This is an optimization exercise on Yosys and OpenROAD, whose aim is small area, not a production implementation. In this exercise RTL edits were held to simulation tests only and were not proved equivalent to the original. The clock port is modelled as an ideal driver; clocking choices that lean on that would not hold on a real chip. Power and IR drop assume default switching activity.

Setup of oak:
Design lab3, start of the top module:
module lab3(clk_50M,key0,key1,key2,reset_n,RS,RW,DB,EN,ON);
==> flow/config.mk <==
export PLATFORM = sky130hd
export DESIGN_NAME = lab3
export DESIGN_NICKNAME = lab3
export VERILOG_FILES = /design/flow/design.v
export SDC_FILE = /design/flow/constraint.sdc
export NUM_CORES = 4
export LEC_CHECK = 0
export CAP_MARGIN = 20
export CORE_MARGIN = 2
export CORE_UTILIZATION = 80
export PLACE_DENSITY = 0.9
export SLEW_MARGIN = 20
==> flow/constraint.sdc <==
create_clock -name core_clock -period 20.0 [get_ports {clk_50M}]
set_input_delay 4.0000 -clock core_clock [delete_from_list [all_inputs] [get_ports {clk_50M}]]
set_output_delay 4.0000 -clock core_clock [all_outputs]
set_load 0.01 [all_outputs]
standard.sh (not shown) runs the stock make flow with config.mk's settings and CLKGATE_MAP_FILE= SYNTH_SCRIPT=/design/flow/synth_recipe.tcl, a recipe that flattens the netlist after the stock synthesis.
==> flow/flow/run.sh <==
#!/bin/bash
# Own flow: the standard synthesis, its gates re-mapped for area by ABC
# (registers untouched; the smallest of a few ABC scripts is kept), then the
# standard layout with small port buffers and a clock tree without dummy loads.
set -euo pipefail
W=$(pwd)
R=$W/orfs/results/$FLOW_PLATFORM/lab3/base
FLOWDIR=$(cd "$(dirname "${BASH_SOURCE[0]}")" && pwd)

bash standard.sh synth > $W/flow_synth.log 2>&1
cp $R/1_2_yosys.v $W/standard_1_2_yosys.v

SCRIPTS=(
  "strash;&get,-n;&dch,-f;&if,-a,-K,6;&mfs;&st;&dch,-f;&nf,-a,-R,1000;&put"
  "strash;&get,-n;&dch,-f;&nf,-a,-R,1000;&put"
  "strash;&get,-n;&st;&syn2;&dch,-f;&nf,-a,-R,1000;&put"
  "strash;dc2;dch,-f;map,-a;amap"
  "strash;&get,-n;&dch,-f;&if,-a,-K,4;&mfs;&st;&dch,-f;&nf,-a,-R,1000;&put"
)
for i in "${!SCRIPTS[@]}"; do
  REABC_LIB=$FLOW_HOME/platforms/$FLOW_PLATFORM/lib/sky130_fd_sc_hd__tt_025C_1v80.lib \
  REABC_IN=$W/standard_1_2_yosys.v REABC_OUT=$W/reabc_$i.v REABC_SCRIPT="${SCRIPTS[$i]}" \
    yosys -c $FLOWDIR/reabc.tcl > $W/flow_reabc_$i.log 2>&1 &
done
wait
best=""; best_area=""
for i in "${!SCRIPTS[@]}"; do
  [[ -s $W/reabc_$i.v && -s $W/reabc_$i.v.area ]] || continue
  a=$(grep "Chip area" $W/reabc_$i.v.area | awk '{print $NF}')
  echo "script $i area $a" >> $W/flow_reabc_choice.log
  if [[ -z "$best" ]] || awk -v a="$a" -v b="$best_area" 'BEGIN{exit !(a<b)}'; then best=$i; best_area=$a; fi
done
echo "chosen $best area $best_area" >> $W/flow_reabc_choice.log
if [[ -n "$best" ]]; then
  cp $W/reabc_$best.v $R/1_2_yosys.v
  rm -f $R/1_synth.odb $R/1_synth.sdc
fi

bash standard.sh \
  "BUFFER_PORTS_ARGS=-buffer_cell sky130_fd_sc_hd__buf_1" \
  "CTS_ARGS=-sink_clustering_enable -repair_clock_nets -dont_use_dummy_load -buf_list sky130_fd_sc_hd__clkbuf_4" \
  finish > $W/flow_finish.log 2>&1
Other scripts of this flow, unchanged in this note and not shown: flow/flow/reabc.tcl
--- input diff oak..pine ---
# oak
export LEC_CHECK = 0
export CAP_MARGIN = 20
export CORE_MARGIN = 2
export CORE_UTILIZATION = 80
export PLACE_DENSITY = 0.9
export SLEW_MARGIN = 20
create_clock -name core_clock -period 20.0 [get_ports {clk_50M}]
# pine
export LEC_CHECK = 0
export CAP_MARGIN = 20
export CORE_MARGIN = 2
export CORE_UTILIZATION = 90
export PLACE_DENSITY = 0.95
export SLEW_MARGIN = 20
create_clock -name core_clock -period 20.0 [get_ports {clk_50M}]
Notes after the runs:
- Among pine and oak, the run that stopped before the end is pine, and it is the only one.
- No final results exist for pine, since it was stopped by error GPL-0301 during 3_1_place_gp_skip_io.
- Synthesized cell count: pine vs oak identical
- Comparing oak with pine, the netlist area before placement came out essentially unchanged.
- pine and oak ended up with nearly the same post-synthesis average cell area.
- Initial standard-cell utilization of the core, pine and oak: larger value in pine
- Looking at row count across pine and oak, the one that comes out higher is oak.
- The x dimension of the die reported for pine is smaller than that of oak by about 5.4%.
- The net count of the mapped netlist of oak and that of pine are within noise of each other.
- When pine is set beside oak, its die boundary height turns out to be about 5.4% smaller.
[inputs] birch vs pine
# pine
export LEC_CHECK = 0
export CAP_MARGIN = 20
export CORE_MARGIN = 2
export CORE_UTILIZATION = 90
export PLACE_DENSITY = 0.95
export SLEW_MARGIN = 20
create_clock -name core_clock -period 20.0 [get_ports {clk_50M}]
# birch
export LEC_CHECK = 0
export CAP_MARGIN = 20
export CORE_MARGIN = 2
export CORE_UTILIZATION = 80
export PLACE_DENSITY = 0.9
export SLEW_MARGIN = 20
create_clock -name core_clock -period 20.0 [get_ports {clk_50M}]
--- a/flow/flow/run.sh
+++ b/flow/flow/run.sh
@@ -3,3 +3,4 @@
 # (registers untouched; the smallest of a few ABC scripts is kept), then the
-# standard layout with small port buffers and a clock tree without dummy loads.
+# standard layout with small port buffers and a clock tree without dummy loads
+# (clkbuf_4, upsized to clkbuf_8 where one drives 12 or more flip-flops).
 set -euo pipefail
@@ -18,2 +19,5 @@
   "strash;&get,-n;&dch,-f;&if,-a,-K,4;&mfs;&st;&dch,-f;&nf,-a,-R,1000;&put"
+  "strash;&get,-n;&dch,-f;&if,-a,-K,5;&mfs;&st;&dch,-f;&nf,-a,-R,1000;&put"
+  "strash;&get,-n;&deepsyn,-I,4,-J,30,-S,2;&dch,-f;&nf,-a,-R,1000;&put"
+  "strash;&get,-n;&deepsyn,-I,20,-J,100;&dch,-f;&nf,-a,-R,1000;&put"
 )
@@ -41,2 +45,3 @@
   "CTS_ARGS=-sink_clustering_enable -repair_clock_nets -dont_use_dummy_load -buf_list sky130_fd_sc_hd__clkbuf_4" \
+  "POST_CTS_TCL=$FLOWDIR/post_cts.tcl" \
   finish > $W/flow_finish.log 2>&1
==> flow/flow/post_cts.tcl (new file) <==
set db [ord::get_db]
set block [[$db getChip] getBlock]
set big [$db findMaster sky130_fd_sc_hd__clkbuf_8]
set n 0
foreach inst [$block getInsts] {
  if { [[$inst getMaster] getName] ne "sky130_fd_sc_hd__clkbuf_4" } { continue }
  set out [$inst findITerm X]
  set net [$out getNet]
  if { $net eq "NULL" } { continue }
  set fanout [expr { [llength [$net getITerms]] - 1 }]
  if { $fanout >= 12 } {
    $inst swapMaster $big
    incr n
    puts "post_cts: [$inst getName] drives $fanout pins, now clkbuf_8"
  }
}
puts "post_cts: upsized $n clock buffers"
if { $n > 0 } {
  detailed_placement
  check_placement -verbose
  estimate_parasitics -placement
}
==> run summary <==
birch | status: complete | timing, DRC, antenna: pass
On post-synthesis instance total, the lower figure sits with birch, not pine.
Between pine and birch, post-synthesis cell area decreased.
Delta (birch minus pine): starting utilization of the core area now sits lower, total number of placement rows now sits higher.
> inputs changed (birch -> maple)
--- a/flow/flow/run.sh
+++ b/flow/flow/run.sh
@@ -3,4 +3,3 @@
 # (registers untouched; the smallest of a few ABC scripts is kept), then the
-# standard layout with small port buffers and a clock tree without dummy loads
-# (clkbuf_4, upsized to clkbuf_8 where one drives 12 or more flip-flops).
+# standard layout with small port buffers and a clock tree without dummy loads.
 set -euo pipefail
@@ -19,5 +18,2 @@
   "strash;&get,-n;&dch,-f;&if,-a,-K,4;&mfs;&st;&dch,-f;&nf,-a,-R,1000;&put"
-  "strash;&get,-n;&dch,-f;&if,-a,-K,5;&mfs;&st;&dch,-f;&nf,-a,-R,1000;&put"
-  "strash;&get,-n;&deepsyn,-I,4,-J,30,-S,2;&dch,-f;&nf,-a,-R,1000;&put"
-  "strash;&get,-n;&deepsyn,-I,20,-J,100;&dch,-f;&nf,-a,-R,1000;&put"
 )
@@ -44,4 +40,3 @@
   "BUFFER_PORTS_ARGS=-buffer_cell sky130_fd_sc_hd__buf_1" \
-  "CTS_ARGS=-sink_clustering_enable -repair_clock_nets -dont_use_dummy_load -buf_list sky130_fd_sc_hd__clkbuf_4" \
-  "POST_CTS_TCL=$FLOWDIR/post_cts.tcl" \
+  "CTS_ARGS=-sink_clustering_enable -repair_clock_nets -dont_use_dummy_load -buf_list sky130_fd_sc_hd__clkbuf_4 -root_buf sky130_fd_sc_hd__clkbuf_8" \
   finish > $W/flow_finish.log 2>&1
removed: flow/flow/post_cts.tcl
==> run summary <==
Diff birch -> maple | setup slack of the most critical reg-to-reg path | increase of 0.40 ns. Clock period minus final worst setup slack was higher in birch than in maple. Core utilization, maple and birch: higher on maple. Looking at layout overhead on the synthesized area across maple and birch, the one that comes out higher is maple. maple: PASS, flow complete, no timing, DRC or antenna violations. Per the comparison of maple with birch, sum of internal, switching and leakage power rose by about 5.4%; aggregate routed wire length rose by 22%.
The inputs of cedar differ from those of maple as listed below.
--- a/flow/flow/run.sh
+++ b/flow/flow/run.sh
@@ -3,3 +3,4 @@
 # (registers untouched; the smallest of a few ABC scripts is kept), then the
-# standard layout with small port buffers and a clock tree without dummy loads.
+# standard layout with small port buffers and a clock tree without dummy loads
+# (clkbuf_4, upsized to clkbuf_8 where one drives 11 or more flip-flops).
 set -euo pipefail
@@ -14,6 +15,10 @@
   "strash;&get,-n;&dch,-f;&if,-a,-K,6;&mfs;&st;&dch,-f;&nf,-a,-R,1000;&put"
-  "strash;&get,-n;&dch,-f;&nf,-a,-R,1000;&put"
-  "strash;&get,-n;&st;&syn2;&dch,-f;&nf,-a,-R,1000;&put"
-  "strash;dc2;dch,-f;map,-a;amap"
   "strash;&get,-n;&dch,-f;&if,-a,-K,4;&mfs;&st;&dch,-f;&nf,-a,-R,1000;&put"
+  "strash;&get,-n;&dch,-f;&if,-a,-K,5;&mfs;&st;&dch,-f;&nf,-a,-R,1000;&put"
+  "strash;&get,-n;&deepsyn,-I,4,-J,30,-S,2;&dch,-f;&nf,-a,-R,1000;&put"
+  "strash;&get,-n;&deepsyn,-I,20,-J,100;&dch,-f;&nf,-a,-R,1000;&put"
+  "strash;&get,-n;&deepsyn,-I,20,-J,100,-S,11;&dch,-f;&nf,-a,-R,1000;&put"
+  "strash;&get,-n;&dc2;&deepsyn,-I,20,-J,100;&dch,-f;&nf,-a,-R,1000;&put"
+  "strash;&get,-n;&deepsyn,-I,20,-J,100,-S,3;&dch,-f;&nf,-a,-R,1000;&put"
+  "strash;&get,-n;&dc2;&deepsyn,-I,20,-J,100,-S,7;&dch,-f;&nf,-a,-R,1000;&put"
 )
@@ -40,3 +45,4 @@
   "BUFFER_PORTS_ARGS=-buffer_cell sky130_fd_sc_hd__buf_1" \
-  "CTS_ARGS=-sink_clustering_enable -repair_clock_nets -dont_use_dummy_load -buf_list sky130_fd_sc_hd__clkbuf_4 -root_buf sky130_fd_sc_hd__clkbuf_8" \
+  "CTS_ARGS=-sink_clustering_enable -repair_clock_nets -dont_use_dummy_load -buf_list sky130_fd_sc_hd__clkbuf_4" \
+  "POST_CTS_TCL=$FLOWDIR/post_cts.tcl" \
   finish > $W/flow_finish.log 2>&1
==> flow/flow/post_cts.tcl (new file) <==
set db [ord::get_db]
set block [[$db getChip] getBlock]
set big [$db findMaster sky130_fd_sc_hd__clkbuf_8]
set n 0
foreach inst [$block getInsts] {
  if { [[$inst getMaster] getName] ne "sky130_fd_sc_hd__clkbuf_4" } { continue }
  set out [$inst findITerm X]
  set net [$out getNet]
  if { $net eq "NULL" } { continue }
  set fanout [expr { [llength [$net getITerms]] - 1 }]
  if { $fanout >= 11 } {
    $inst swapMaster $big
    incr n
    puts "post_cts: [$inst getName] drives $fanout pins, now clkbuf_8"
  }
}
puts "post_cts: upsized $n clock buffers"
if { $n > 0 } {
  detailed_placement
  check_placement -verbose
  estimate_parasitics -placement
}
[summary]
The total global-route track usage in cedar sits 2.9 points below the value recorded for maple. Going from maple to cedar, count of cell instances traversed by the critical path grows by 2. Going from maple to cedar, final routed wirelength across all metal layers has decreased; logic gate share of total power shows no meaningful change. maple has higher proportion of cell area spent on the clock network than cedar. For cedar, the launch point of the critical path was q[5], unlike maple, where it was idx[3].

== run A ==
The RTL this note starts from:
==> flow/design.v <==
module debounce(key, clk, reset, sample, fall);
input key, clk, reset, sample;
output fall;
reg pre_key;
reg out;
assign fall = out & ~pre_key & ~key;
always @(posedge clk or negedge reset)
begin
	if (!reset) begin
		pre_key <= 1'b1;
		out <= 1'b1;
	end else if (sample) begin
		pre_key <= key;
		if (pre_key == key) out <= key;
	end
end
endmodule
module lab3(clk_50M,key0,key1,key2,reset_n,RS,RW,DB,EN,ON);
input clk_50M,key0,key1,key2,reset_n;
output EN,ON;
output RS,RW;
output [7:0] DB;
reg [16:0] kdiv;
reg [2:0] sub;
localparam [25:0] CS_INIT  = 26'h2bf2131;   
localparam [25:0] CS_LAST  = 26'h15f9098;   
localparam [25:0] CS_START = 26'h051e238;   
reg [25:0] count_sec;
reg [8:0] q;
localparam [3:0] I_ADDR = 4'b1000, I_INIT = 4'b1001, I_PRE = 4'b1100, I_GO = 4'b1101;
reg [3:0] idx;
reg [3:0] dbl;    
reg [3:0] S_1; reg [2:0] S_10;
reg [3:0] M_1; reg [2:0] M_10;
reg [3:0] H_1; reg [1:0] H_10;
wire kz14   = (kdiv[15:2] == 14'd0);
wire kz16   = kz14 & ~kdiv[1] & ~kdiv[0];
wire sample = kz16 & ~kdiv[16];                           
wire apply  = kz14 & kdiv[1] & ~kdiv[0] & ~kdiv[16];      
wire f0, f1, f2;
debounce D1(.clk(clk_50M), .key(key0), .reset(reset_n), .sample(sample), .fall(f0));
debounce D2(.clk(clk_50M), .key(key1), .reset(reset_n), .sample(sample), .fall(f1));
debounce D3(.clk(clk_50M), .key(key2), .reset(reset_n), .sample(sample), .fall(f2));
reg [1:0] key_field;
always @(posedge clk_50M)
	if (sample) key_field <= f0 ? 2'd1 : f1 ? 2'd2 : f2 ? 2'd3 : 2'd0;
wire tick  = (count_sec == CS_LAST);
wire start = (count_sec == CS_START);
wire neg0 = apply & (key_field == 2'd1);
wire neg1 = apply & (key_field == 2'd2);
wire neg2 = apply & (key_field == 2'd3);
wire s1_9  = S_1[3] & S_1[0];
wire s10_5 = S_10[2] & S_10[0];
wire m1_9  = M_1[3] & M_1[0];
wire m10_5 = M_10[2] & M_10[0];
wire h1_9  = H_1[3] & H_1[0];
wire h_23  = H_10[1] & H_1[1] & H_1[0];
wire inc_s = neg0 | tick;
wire inc_m = neg1 | (tick & s1_9 & s10_5);
wire inc_h = neg2 | (tick & s1_9 & s10_5 & m1_9 & m10_5);
wire hold   = (idx == I_PRE) & q[8] & ~q[0];
wire inc_q  = (sub == 3'd0) & ~hold;
wire wrap   = inc_q & q[8] & q[0];
wire [8:0] q_next = wrap ? 9'd0 : q + {8'd0, inc_q};
reg [3:0] idx_step;
always @* begin
	case (idx)
		I_ADDR: idx_step = 4'd0;
		I_INIT: idx_step = 4'd1;
		I_PRE:  idx_step = I_PRE;
		I_GO:   idx_step = I_INIT;
		default: idx_step = idx + 4'd1;
	endcase
end
wire [3:0] idx_next = wrap ? idx_step : (start & (idx == I_PRE)) ? I_GO : idx;
reg [3:0] byte_lo;
always @* begin
	case (idx_next)
		4'd0: byte_lo = S_1;
		4'd1: byte_lo = {1'b0, S_10};
		4'd2: byte_lo = 4'd10;
		4'd3: byte_lo = M_1;
		4'd4: byte_lo = {1'b0, M_10};
		4'd5: byte_lo = 4'd10;
		4'd6: byte_lo = H_1;
		4'd7: byte_lo = {2'b0, H_10};
		I_INIT: byte_lo = 4'd6;
		default: byte_lo = 4'd0;
	endcase
end
wire load = (q_next < 9'd7);
assign ON = 1'b1;
assign EN = (q >= 9'd2) & (q <= 9'd4);
assign RS = ~idx[3];
assign RW = idx[3] & idx[2];
assign DB = {idx == I_ADDR, 1'b0, RS, RS, dbl};
always @(posedge clk_50M or negedge reset_n)
begin
	if (!reset_n) begin
		kdiv <= 17'h00081;
		sub <= 3'd0;
		count_sec <= CS_INIT;
		q <= 9'd257;
		idx <= I_PRE;
		dbl <= 4'd0;
		S_1 <= 0; S_10 <= 0; M_1 <= 0; M_10 <= 0; H_1 <= 0; H_10 <= 0;
	end else begin
		kdiv <= {kdiv[15:0], kdiv[16] ^ kdiv[13] ^ kz16};
		sub <= sub + 1'b1;
		count_sec <= {count_sec[24:0], count_sec[25] ^ count_sec[5] ^ count_sec[1] ^ count_sec[0] ^ tick};
		q <= q_next;
		idx <= idx_next;
		if (load) dbl <= byte_lo;
		if (inc_s) begin
			S_1 <= s1_9 ? 4'd0 : S_1 + 1'b1;
			if (s1_9) S_10 <= s10_5 ? 3'd0 : S_10 + 1'b1;
		end
		if (inc_m) begin
			M_1 <= m1_9 ? 4'd0 : M_1 + 1'b1;
			if (m1_9) M_10 <= m10_5 ? 3'd0 : M_10 + 1'b1;
		end
		if (inc_h) begin
			if (h_23) begin
				H_1 <= 4'd0; H_10 <= 2'd0;
			end else if (h1_9) begin
				H_1 <= 4'd0; H_10 <= H_10 + 1'b1;
			end else
				H_1 <= H_1 + 1'b1;
		end
	end
end
endmodule
==> flow/config.mk <==
export PLATFORM = sky130hd
export DESIGN_NAME = lab3
export DESIGN_NICKNAME = lab3
export VERILOG_FILES = /design/flow/design.v
export SDC_FILE = /design/flow/constraint.sdc
export NUM_CORES = 4
export LEC_CHECK = 0
export CAP_MARGIN = 20
export CORE_MARGIN = 2
export CORE_UTILIZATION = 80
export PLACE_DENSITY = 0.9
export SLEW_MARGIN = 20
==> flow/constraint.sdc <==
create_clock -name core_clock -period 20.0 [get_ports {clk_50M}]
set_input_delay 4.0000 -clock core_clock [delete_from_list [all_inputs] [get_ports {clk_50M}]]
set_output_delay 4.0000 -clock core_clock [all_outputs]
set_load 0.01 [all_outputs]
==> flow/flow/run.sh <==
#!/bin/bash
# Own flow: the standard synthesis, its gates re-mapped for area by ABC
# (registers untouched; the smallest of a few ABC scripts is kept), then the
# standard layout with small port buffers and a clock tree without dummy loads
# (clkbuf_4, upsized to clkbuf_8 where one drives 11 or more flip-flops).
set -euo pipefail
W=$(pwd)
R=$W/orfs/results/$FLOW_PLATFORM/lab3/base
FLOWDIR=$(cd "$(dirname "${BASH_SOURCE[0]}")" && pwd)

bash standard.sh synth > $W/flow_synth.log 2>&1
cp $R/1_2_yosys.v $W/standard_1_2_yosys.v

SCRIPTS=(
  "strash;&get,-n;&dch,-f;&if,-a,-K,6;&mfs;&st;&dch,-f;&nf,-a,-R,1000;&put"
  "strash;&get,-n;&dch,-f;&if,-a,-K,4;&mfs;&st;&dch,-f;&nf,-a,-R,1000;&put"
  "strash;&get,-n;&dch,-f;&if,-a,-K,5;&mfs;&st;&dch,-f;&nf,-a,-R,1000;&put"
  "strash;&get,-n;&deepsyn,-I,4,-J,30,-S,2;&dch,-f;&nf,-a,-R,1000;&put"
  "strash;&get,-n;&deepsyn,-I,20,-J,100;&dch,-f;&nf,-a,-R,1000;&put"
  "strash;&get,-n;&deepsyn,-I,20,-J,100,-S,11;&dch,-f;&nf,-a,-R,1000;&put"
  "strash;&get,-n;&dc2;&deepsyn,-I,20,-J,100;&dch,-f;&nf,-a,-R,1000;&put"
)
for i in "${!SCRIPTS[@]}"; do
  REABC_LIB=$FLOW_HOME/platforms/$FLOW_PLATFORM/lib/sky130_fd_sc_hd__tt_025C_1v80.lib \
  REABC_IN=$W/standard_1_2_yosys.v REABC_OUT=$W/reabc_$i.v REABC_SCRIPT="${SCRIPTS[$i]}" \
    yosys -c $FLOWDIR/reabc.tcl > $W/flow_reabc_$i.log 2>&1 &
done
wait
best=""; best_area=""
for i in "${!SCRIPTS[@]}"; do
  [[ -s $W/reabc_$i.v && -s $W/reabc_$i.v.area ]] || continue
  a=$(grep "Chip area" $W/reabc_$i.v.area | awk '{print $NF}')
  echo "script $i area $a" >> $W/flow_reabc_choice.log
  if [[ -z "$best" ]] || awk -v a="$a" -v b="$best_area" 'BEGIN{exit !(a<b)}'; then best=$i; best_area=$a; fi
done
echo "chosen $best area $best_area" >> $W/flow_reabc_choice.log
if [[ -n "$best" ]]; then
  cp $W/reabc_$best.v $R/1_2_yosys.v
  rm -f $R/1_synth.odb $R/1_synth.sdc
fi

bash standard.sh \
  "BUFFER_PORTS_ARGS=-buffer_cell sky130_fd_sc_hd__buf_1" \
  "CTS_ARGS=-sink_clustering_enable -repair_clock_nets -dont_use_dummy_load -buf_list sky130_fd_sc_hd__clkbuf_4" \
  "POST_CTS_TCL=$FLOWDIR/post_cts.tcl" \
  finish > $W/flow_finish.log 2>&1
Other scripts of this flow, unchanged in this note and not shown: flow/flow/post_cts.tcl, flow/flow/reabc.tcl
Inputs modified between run A and run B:
- changing SLEW_MARGIN from 20 to 0
- changing CAP_MARGIN from 20 to 0
diff --git a/flow/flow/run.sh b/flow/flow/run.sh
--- a/flow/flow/run.sh
+++ b/flow/flow/run.sh
@@ -20,4 +20,6 @@
   "strash;&get,-n;&deepsyn,-I,20,-J,100,-S,11;&dch,-f;&nf,-a,-R,1000;&put"
   "strash;&get,-n;&dc2;&deepsyn,-I,20,-J,100;&dch,-f;&nf,-a,-R,1000;&put"
+  "strash;&get,-n;&deepsyn,-I,20,-J,100,-S,3;&dch,-f;&nf,-a,-R,1000;&put"
+  "strash;&get,-n;&dc2;&deepsyn,-I,20,-J,100,-S,7;&dch,-f;&nf,-a,-R,1000;&put"
 )
 for i in "${!SCRIPTS[@]}"; do
==> run summary <==
Compared with run A, in run B die footprint saw little to no change, final area saw little to no change, clock-buffer cell count saw little to no change, power in the clock group saw a decrease. Higher net switching power goes to run A over run B.
diff inputs: run B => run C
- a change of CAP_MARGIN from 0 to 20
- a change of SLEW_MARGIN from 0 to 20
diff --git a/flow/flow/run.sh b/flow/flow/run.sh
--- a/flow/flow/run.sh
+++ b/flow/flow/run.sh
@@ -14,12 +14,11 @@
 SCRIPTS=(
   "strash;&get,-n;&dch,-f;&if,-a,-K,6;&mfs;&st;&dch,-f;&nf,-a,-R,1000;&put"
+  "strash;&get,-n;&dch,-f;&nf,-a,-R,1000;&put"
+  "strash;&get,-n;&st;&syn2;&dch,-f;&nf,-a,-R,1000;&put"
+  "strash;dc2;dch,-f;map,-a;amap"
   "strash;&get,-n;&dch,-f;&if,-a,-K,4;&mfs;&st;&dch,-f;&nf,-a,-R,1000;&put"
   "strash;&get,-n;&dch,-f;&if,-a,-K,5;&mfs;&st;&dch,-f;&nf,-a,-R,1000;&put"
   "strash;&get,-n;&deepsyn,-I,4,-J,30,-S,2;&dch,-f;&nf,-a,-R,1000;&put"
   "strash;&get,-n;&deepsyn,-I,20,-J,100;&dch,-f;&nf,-a,-R,1000;&put"
-  "strash;&get,-n;&deepsyn,-I,20,-J,100,-S,11;&dch,-f;&nf,-a,-R,1000;&put"
-  "strash;&get,-n;&dc2;&deepsyn,-I,20,-J,100;&dch,-f;&nf,-a,-R,1000;&put"
-  "strash;&get,-n;&deepsyn,-I,20,-J,100,-S,3;&dch,-f;&nf,-a,-R,1000;&put"
-  "strash;&get,-n;&dc2;&deepsyn,-I,20,-J,100,-S,7;&dch,-f;&nf,-a,-R,1000;&put"
 )
 for i in "${!SCRIPTS[@]}"; do
Findings:
The vertical extent of the die on run C is in line with that on run B.
Compared with run B, run C shows a total power that is about 1.8% higher.
Between run C and run B, the sequential share of layout area does not differ in any meaningful way.
Run C: depth of the most critical reg-to-reg path lower than run B

[separate check: timing with driven ports]
No port has a modelled driver above. Below, the same layouts with a new extraction and two added sets of constraints. Step 1: set_driving_cell puts a clkbuf_16 on clk_50M and a buf_2 on each other input, an assumption about the parent block. Step 2 also shifts input and output timing later by t, the mid clock arrival at the registers, as if the neighbouring blocks saw the same clock. Three values: no drivers, after step 1, after step 2; two values: the first two.
run	t, ns	slack for setup (ns)	clock arrival spread, ns	worst data-port slew with drivers (ns)
oak	0.436	14.188 / 14.161 / 14.597	0.026 / 0.026	0.03
birch	0.445	14.128 / 14.100 / 14.545	0.040 / 0.040	0.03
maple	0.371	14.281 / 14.252 / 14.624	0.016 / 0.015	0.05
cedar	0.448	14.293 / 14.265 / 14.713	0.020 / 0.020	0.03
run A	0.448	14.293 / 14.265 / 14.713	0.020 / 0.020	0.03
run B	0.436	14.309 / 14.282 / 14.718	0.019 / 0.019	0.03
run C	0.438	14.118 / 14.091 / 14.529	0.022 / 0.022	0.03
After both steps every run listed still meets setup and hold.
